This is an optimization exercise on Yosys and OpenROAD, whose aim is small area, a short achievable clock period and few clock cycles, not a production implementation.
Function was checked by simulation only, so behaviour that the tests miss may differ from the original.
No activity file was given, so power comes from the tool's default toggle rates.

## flow/design.v (module list and top-level ports; edited modules follow where they fit)
// module element_process: 5990 lines
// module mnist_conv: 181 lines
module mnist_conv (
    input  wire        clk,
    input  wire        reset,
    input  wire        start,
    output wire        done,
    input  wire [11:0] img_base,
    input  wire [11:0] krn_base,
    input  wire [11:0] dst_base,
    output wire [11:0] img_addr,
    input  wire [15:0] img_rdata,
    output wire [11:0] krn_addr,
    input  wire [15:0] krn_rdata,
    output wire [11:0] dst_addr,
    output wire [15:0] dst_wdata,
    output wire        dst_we
);
  // ...
==> flow/run.sh <==
#!/bin/bash
# synth_recipe.tcl (not shown) runs the flow's synth.tcl, then flattens the netlist and writes it again
# the make line also repeats each setting of config.mk as NAME=value (left out here)
make -C /OpenROAD-flow-scripts/flow DESIGN_CONFIG=/design/flow/config.mk WORK_HOME=/design/flow/orfs CLKGATE_MAP_FILE= SYNTH_SCRIPT=/design/flow/synth_recipe.tcl finish
==> flow/config.mk <==
export PLATFORM = sky130hd
export DESIGN_NAME = mnist_conv
export DESIGN_NICKNAME = mnist_conv
export VERILOG_FILES = /design/flow/design.v
export SDC_FILE = /design/flow/constraint.sdc
export NUM_CORES = 4
export LEC_CHECK = 0
export CAP_MARGIN = 20
export CORE_MARGIN = 2
export CORE_UTILIZATION = 40
export SLEW_MARGIN = 20
==> flow/constraint.sdc <==
create_clock -name core_clock -period 8.0 [get_ports {clk}]
set_input_delay 1.6000 -clock core_clock [delete_from_list [all_inputs] [get_ports {clk}]]
set_output_delay 1.6000 -clock core_clock [all_outputs]
set_load 0.01 [all_outputs]
==> summary.txt, run 1 <==
Detailed routing
  – Routed wl met3: 25,300 um
  – Routed len/inst: 28.8 um
  – Number of nets still failing antenna checks after routing: 0

Power
  – Power density of the placed cells: 222 mW/mm2
  – Group with the largest share of power: sequential cells
  – Seq pwr share: 0.404
  – Proportion of total power due to net switching: 0.324

Synthesis
  – Number of enable-type register cells in the synthesized netlist: 161
  – Fraction of the mapped netlist area in simple logic gates: 0.114

Floorplanning
  – Initial core utilization: 0.404

STA
  – Tightest slew margin relative to the limit: 0.167
  – Final setup violating endpoints: 0

Global route
  – Via count of the first global-routing pass: 38,900
  – Wire length of the first global-routing pass: 289,000 um
  – Met1 Usage GRT: 0.398

Worst setup path
  – R2r worst-path depth: 10
  – Kind of critical path: flip-flop to flip-flop
  – Worst path most repeated cell: xnor2_1
  – Capturing instance or port of the critical path: mac.st1_q[178]
  – Crit. path cell count: 10

Placed design
  – Number of placed instances with taps included: 6,974
  – Cell area after placement: 0.0582 mm2

Status
  – Status: no timing/DRC/antenna violations

Clock network
  – Post-cts gate resize count: 0

Finish
  – Relative area of clock buffers and inverters in the final design: 0.0571
  – Final Instance Count excl. Fillers: 7,158
  – Flip-flop count of the largest register, all copies and words added: 180

Hold path
  – Startpoint of the worst hold path: ring1[7][2]
Testbench counts, summed over its fixed seeds: cycles 49,392.
==> run 2, diff against run 1 <==
--- a/flow/config.mk
+++ b/flow/config.mk
@@ -8,4 +8,5 @@
 export CAP_MARGIN = 20
 export CORE_MARGIN = 2
 export CORE_UTILIZATION = 40
+export SETUP_SLACK_MARGIN = 5.0
 export SLEW_MARGIN = 20
==> run 2 against run 1 <==
Critical path depth fell by 1. Area after synthesis stayed put. Wire length rose by 3.1%. Global-route usage is 0.74 points higher. Clock-buffer cell count rose by 9. Utilization increased by 4.4 points.
==> summary.txt, run 2 <==
Worst setup path
  – CP Launch Type: flip-flop (unchanged)
  – Required time at the worst-slack endpoint: 8.67 ns (was 8.63 ns)
  – Worst Setup SP: win[4][14] (was win[5][6])
  – Crit. path cell count: 9 (was 10)
  – Worst path most repeated cell: xnor2_1 (unchanged)
  – Capturing instance or port of the critical path: mac.st1_q[178] (unchanged)
  – CP bufs+invs: 0 (was 1)
  – R2r worst-path depth: 9 (was 10)
  – Worst-path cell chain: nand2_1 -> fa_1 -> fa_1 -> fa_2 -> xnor2_4 -> xnor2_2 -> xnor2_1 -> xnor2_1 -> xnor2_1 (was nand2_1 -> fa_1 -> fa_1 -> inv_1 -> fa_1 -> xnor2_1 -> xnor2_1 -> xnor2_1 -> xnor2_1 -> xnor2_1)
  – Library cell contributing the largest single delay on the critical path: edfxtp_1 (unchanged)
  – Kind of critical path: flip-flop to flip-flop (unchanged)
  – Maximum fanout along the worst path: 5 (was 12)
  – FF-to-FF End: mac.st1_q[178] (unchanged)
  – Capturing element type of the critical path: flip-flop (unchanged)
  – R2r setup slk: 4.69 ns (was 4.04 ns)
  – Arrival time reported for the critical path endpoint: 3.98 ns (was 4.59 ns)
  – Family with the most delay on the worst path: adder cells (unchanged)
  – Stage delay of the slowest cell on the critical path: 0.60 ns (was 1.12 ns)
  – R2R Path Start: win[4][14] (was win[5][6])

Synthesis
  – Yosys warns: 12 (unchanged)
  – Dominant cell by count in the synthesized netlist: nand2_1 (unchanged)
  – Most numerous cell types in the synthesized netlist: nand2_1, fa_1, inv_1 (unchanged)
  – Distinct cell type count of the synthesized netlist: 60 (unchanged)
  – Share of flip-flops with an asynchronous set or reset: 0 (unchanged)
  – Number of nets in the synthesized netlist: 6,174 (unchanged)
  – Yosys top cell by area: fa_1 (unchanged)
  – Top flip-flop cell by instance count after synthesis: dfxtp_1 (unchanged)
  – Yosys top cell area share: 0.303 (unchanged)
  – Portion of the post-synthesis area used by sequential elements: 0.361 (unchanged)
  – Synthesized area divided by synthesized cell count: 10.5 um2 (unchanged)
  – Number of enable-type register cells in the synthesized netlist: 161 (unchanged)
  – Cells after Synth: 5,208 (unchanged)
  – Synthesized flop and latch total: 909 (unchanged)
  – Main area contributors after synthesis: fa_1, dfxtp_1, edfxtp_1 (unchanged)
  – Combined area of all synthesized cells: 0.0549 mm2 (unchanged)

Floorplanning
  – Die footprint: 0.140 mm2 (unchanged)
  – CORE AREA: 0.136 mm2 (unchanged)
  – Vertical die dimension: 374 um (unchanged)
  – Ports: 125 (unchanged)
  – Number of cell rows: 135 (unchanged)
  – Die width: 374 um (unchanged)
  – Initial core utilization: 0.404 (unchanged)

Placed design
  – Routability congestion estimate: 1.07 (was 1.04)
  – Cell area after placement: 0.0580 mm2 (was 0.0582 mm2)
  – Count of input and output buffers: 124 (unchanged)
  – Sum of net half-perimeters after detailed placement: 153,000 um (was 154,000 um)
  – Number of placed instances with taps included: 6,939 (was 6,974)

Finish
  – Finished Core Util: 0.499 (was 0.455)
  – Commonest cells after routing, fill and taps aside: nand2_1, inv_1, dfxtp_1 (was nand2_1, fa_1, inv_1)
  – Biggest registers after layout: mac.st1_q (180), win (144) (unchanged)
  – P&R area growth vs syn: 23.5% (was 12.5%)
  – Final Instance Count excl. Fillers: 7,581 (was 7,158)
  – Register bank with the most flops: mac.st1_q (unchanged)
  – Flip-flop count of the largest register, all copies and words added: 180 (unchanged)
  – Net total in the final layout: 6,679 (was 6,258)
  – Most frequent standard cell in the layout excluding fill and tap cells: nand2_1 (unchanged)
  – Final cell area excluding filler cells: 0.0678 mm2 (was 0.0617 mm2)
  – Layout cells sized above 1: 0.249 (was 0.0819)

Global route
  – Total congestion overflow: 0 (unchanged)
  – Maximum number of pins on one net before global-route repair: 187 (was 106)
  – GRT Overall Usage: 0.304 (was 0.296)
  – Via count of the first global-routing pass: 41,700 (was 38,900)
  – Wire length of the first global-routing pass: 299,000 um (was 289,000 um)
  – Number of antenna violations at the first check in global routing: 11 (was 13)

Detailed routing
  – Overall routed net length: 213,000 um (was 206,000 um)
  – Routed via count divided by cell count: 5.35 (was 5.32)
  – Routed vias: 40,500 (was 38,000)
  – Number of nets still failing antenna checks after routing: 0 (unchanged)
  – Initial drt markers: 4,708 (was 4,411)
  – Drc violations: 0 (unchanged)
  – Router iterations before antenna repair: 7 (was 6)
  – Routed len/inst: 28.1 um (was 28.8 um)

Power
  – Largest vdd supply drop: 0.000170 V (was 0.000180 V)
  – Standby leakage power: 27.0 nW (was 24.3 nW)
  – Power density of the placed cells: 202 mW/mm2 (was 222 mW/mm2)
  – Post-route total power: 13.7 mW (about the same)

Hold path
  – Startpoint of the worst hold path: ring1[5][5] (was ring1[7][2])
  – Type of the most critical hold path: flip-flop to flip-flop (unchanged)

STA
  – Endpoints failing hold: 0 (unchanged)
  – Setup tns final: 0 ns (unchanged)
  – Achievable frequency: 302 MHz (was 253 MHz)
  – Tightest slew margin relative to the limit: 0.285 (was 0.167)
  – RSZ-0062 raised after global routing: true (was false)
  – Minimum period implied by the final worst setup slack: 3.31 ns (was 3.96 ns)
  – Fraction of the cycle the final worst path needs: 0.414 (was 0.495)
  – Worst slew pin tran: 1.07 ns (was 1.25 ns)
  – Number of pins with negative max-slew slack in the final report: 0 (unchanged)
  – Worst setup skew after layout: 0.0777 ns (was 0.0617 ns)
  – Final setup violating endpoints: 0 (unchanged)

Run
  – Max-cap viol count: 0 (unchanged)

Clock network
  – Clock tree buffer depth: 3 (unchanged)
  – Clock tree from TritonCTS: built (unchanged)
  – H-tree Lvls: 3 (unchanged)
  – Clock latency on the worst-skew pair: 0.77 ns (was 0.75 ns)
  – Root cell of the clock tree: clkbuf_16 (unchanged)
  – Total number of clock tree sinks: 909 (unchanged)
  – Clock input transition at the sequential cells of the worst setup and hold paths: 0.07 ns (about the same)
  – Number of CTS-inserted buffers: 95 (was 97)

Status
  – Status: no timing/DRC/antenna violations (unchanged)
run 2: metrics by stage:
step	hold WS (ns)	setup WS, ns
floorplan	0.310	4.44
global placement	0.310	3.88
detailed placement	0.312	3.84
CTS	0.315	4.74
global route	0.325	4.69
finish	0.309	4.69
run 2: area by class of cell:
type | count | area [um2]
diodes | 10 | 25.0
clock buffers | 137 | 2800
clock inverters | 37 | 504
fillers | 12200 | 68000
inverters | 783 | 2980
multi-input cells | 3265 | 32300
flip-flops and latches | 909 | 20100
well taps | 1781 | 2230
repair buffers | 659 | 6880
run 2: worst min-delay path by stage:
stage | endpoint | cells past startpoint
2_1_floorplan | mac.st2_q[0] | 0
3_3_place_gp | ring2[0][6] | 0
3_5_place_dp | ring2[0][2] | 0
4_1_cts | ring2[5][5] | 0
5_1_grt | ring2[0][11] | 0
6_report | ring2[5][5] | 0
run 2: report_power, final:
part           internal (mW)  switching, mW
Combinational           1.56           2.02
Clock                   2.66           1.99
Sequential              5.10          0.382
run 2: layer usage:
metal / track usage / part of all wire / up-vias
li1: - / - / 16800
met1: 0.373 / 0.36 / 20000
met2: 0.416 / 0.39 / 2800
met3: 0.157 / 0.16 / 904
met4: 0.193 / 0.084 / 10
met5: 0.0123 / 0.0015 / -
run 2: cells by family (layout without fill, tap and decap cells):
group | count (synthesis) | after routing | share of synthesized area
other | 0 | 10 | 0
multiplexers | 279 | 279 | 0.0546
AO/OA/AOI/OAI | 317 | 317 | 0.0325
AND/OR/NAND/NOR | 1470 | 1470 | 0.114
flip-flops | 909 | 909 | 0.361
adder cells (fa/ha/maj) | 895 | 895 | 0.318
XOR/XNOR | 304 | 304 | 0.0485
buffers and inverters | 1034 | 1616 | 0.0717
run 2: worst reg2reg max path, cell delays in order (launching register included):
cell	delay (ns)
edfxtp_1	0.60
nand2_1	0.18
fa_1	0.53
fa_1	0.55
fa_2	0.41
xnor2_4	0.33
xnor2_2	0.16
xnor2_1	0.16
xnor2_1	0.16
xnor2_1	0.16
run 2: repair_timing:
action,4_1_cts,5_1_grt
pin swaps,114,211
gates resized for setup,643,377
gates cloned,3,6
hold buffers,0,0
endpoints found under the setup margin,263,130
setup buffers,362,87

==> re-timing with driven ports <==
No port has a modelled driver above. Below, the same layouts with a new extraction and two added sets of constraints.
Step 1 (the two cells are an assumption about what drives the block):
set clk [get_ports {clk}]
set_driving_cell -lib_cell sky130_fd_sc_hd__clkbuf_16 $clk
set_driving_cell -lib_cell sky130_fd_sc_hd__buf_2 [delete_from_list [all_inputs] $clk]
Step 2 also shifts input and output timing later by t, the mid clock arrival at the registers, as if the neighbouring blocks saw the same clock.
a / b / c = ideal ports / drivers / drivers and shift; a / b = the first two.
run	t, ns	slack for setup (ns)	worst setup path at the end	clock arrival spread, ns
run 1	0.795	4.041 / 4.041 / 4.041	register to register	0.062 / 0.062
run 2	0.800	4.690 / 4.690 / 4.529	input to register	0.079 / 0.079
After both steps every run listed still meets setup and hold. The setup slack of run 2, which loses most, moves by 0.000 ns with the drivers and by -0.161 ns with both steps.
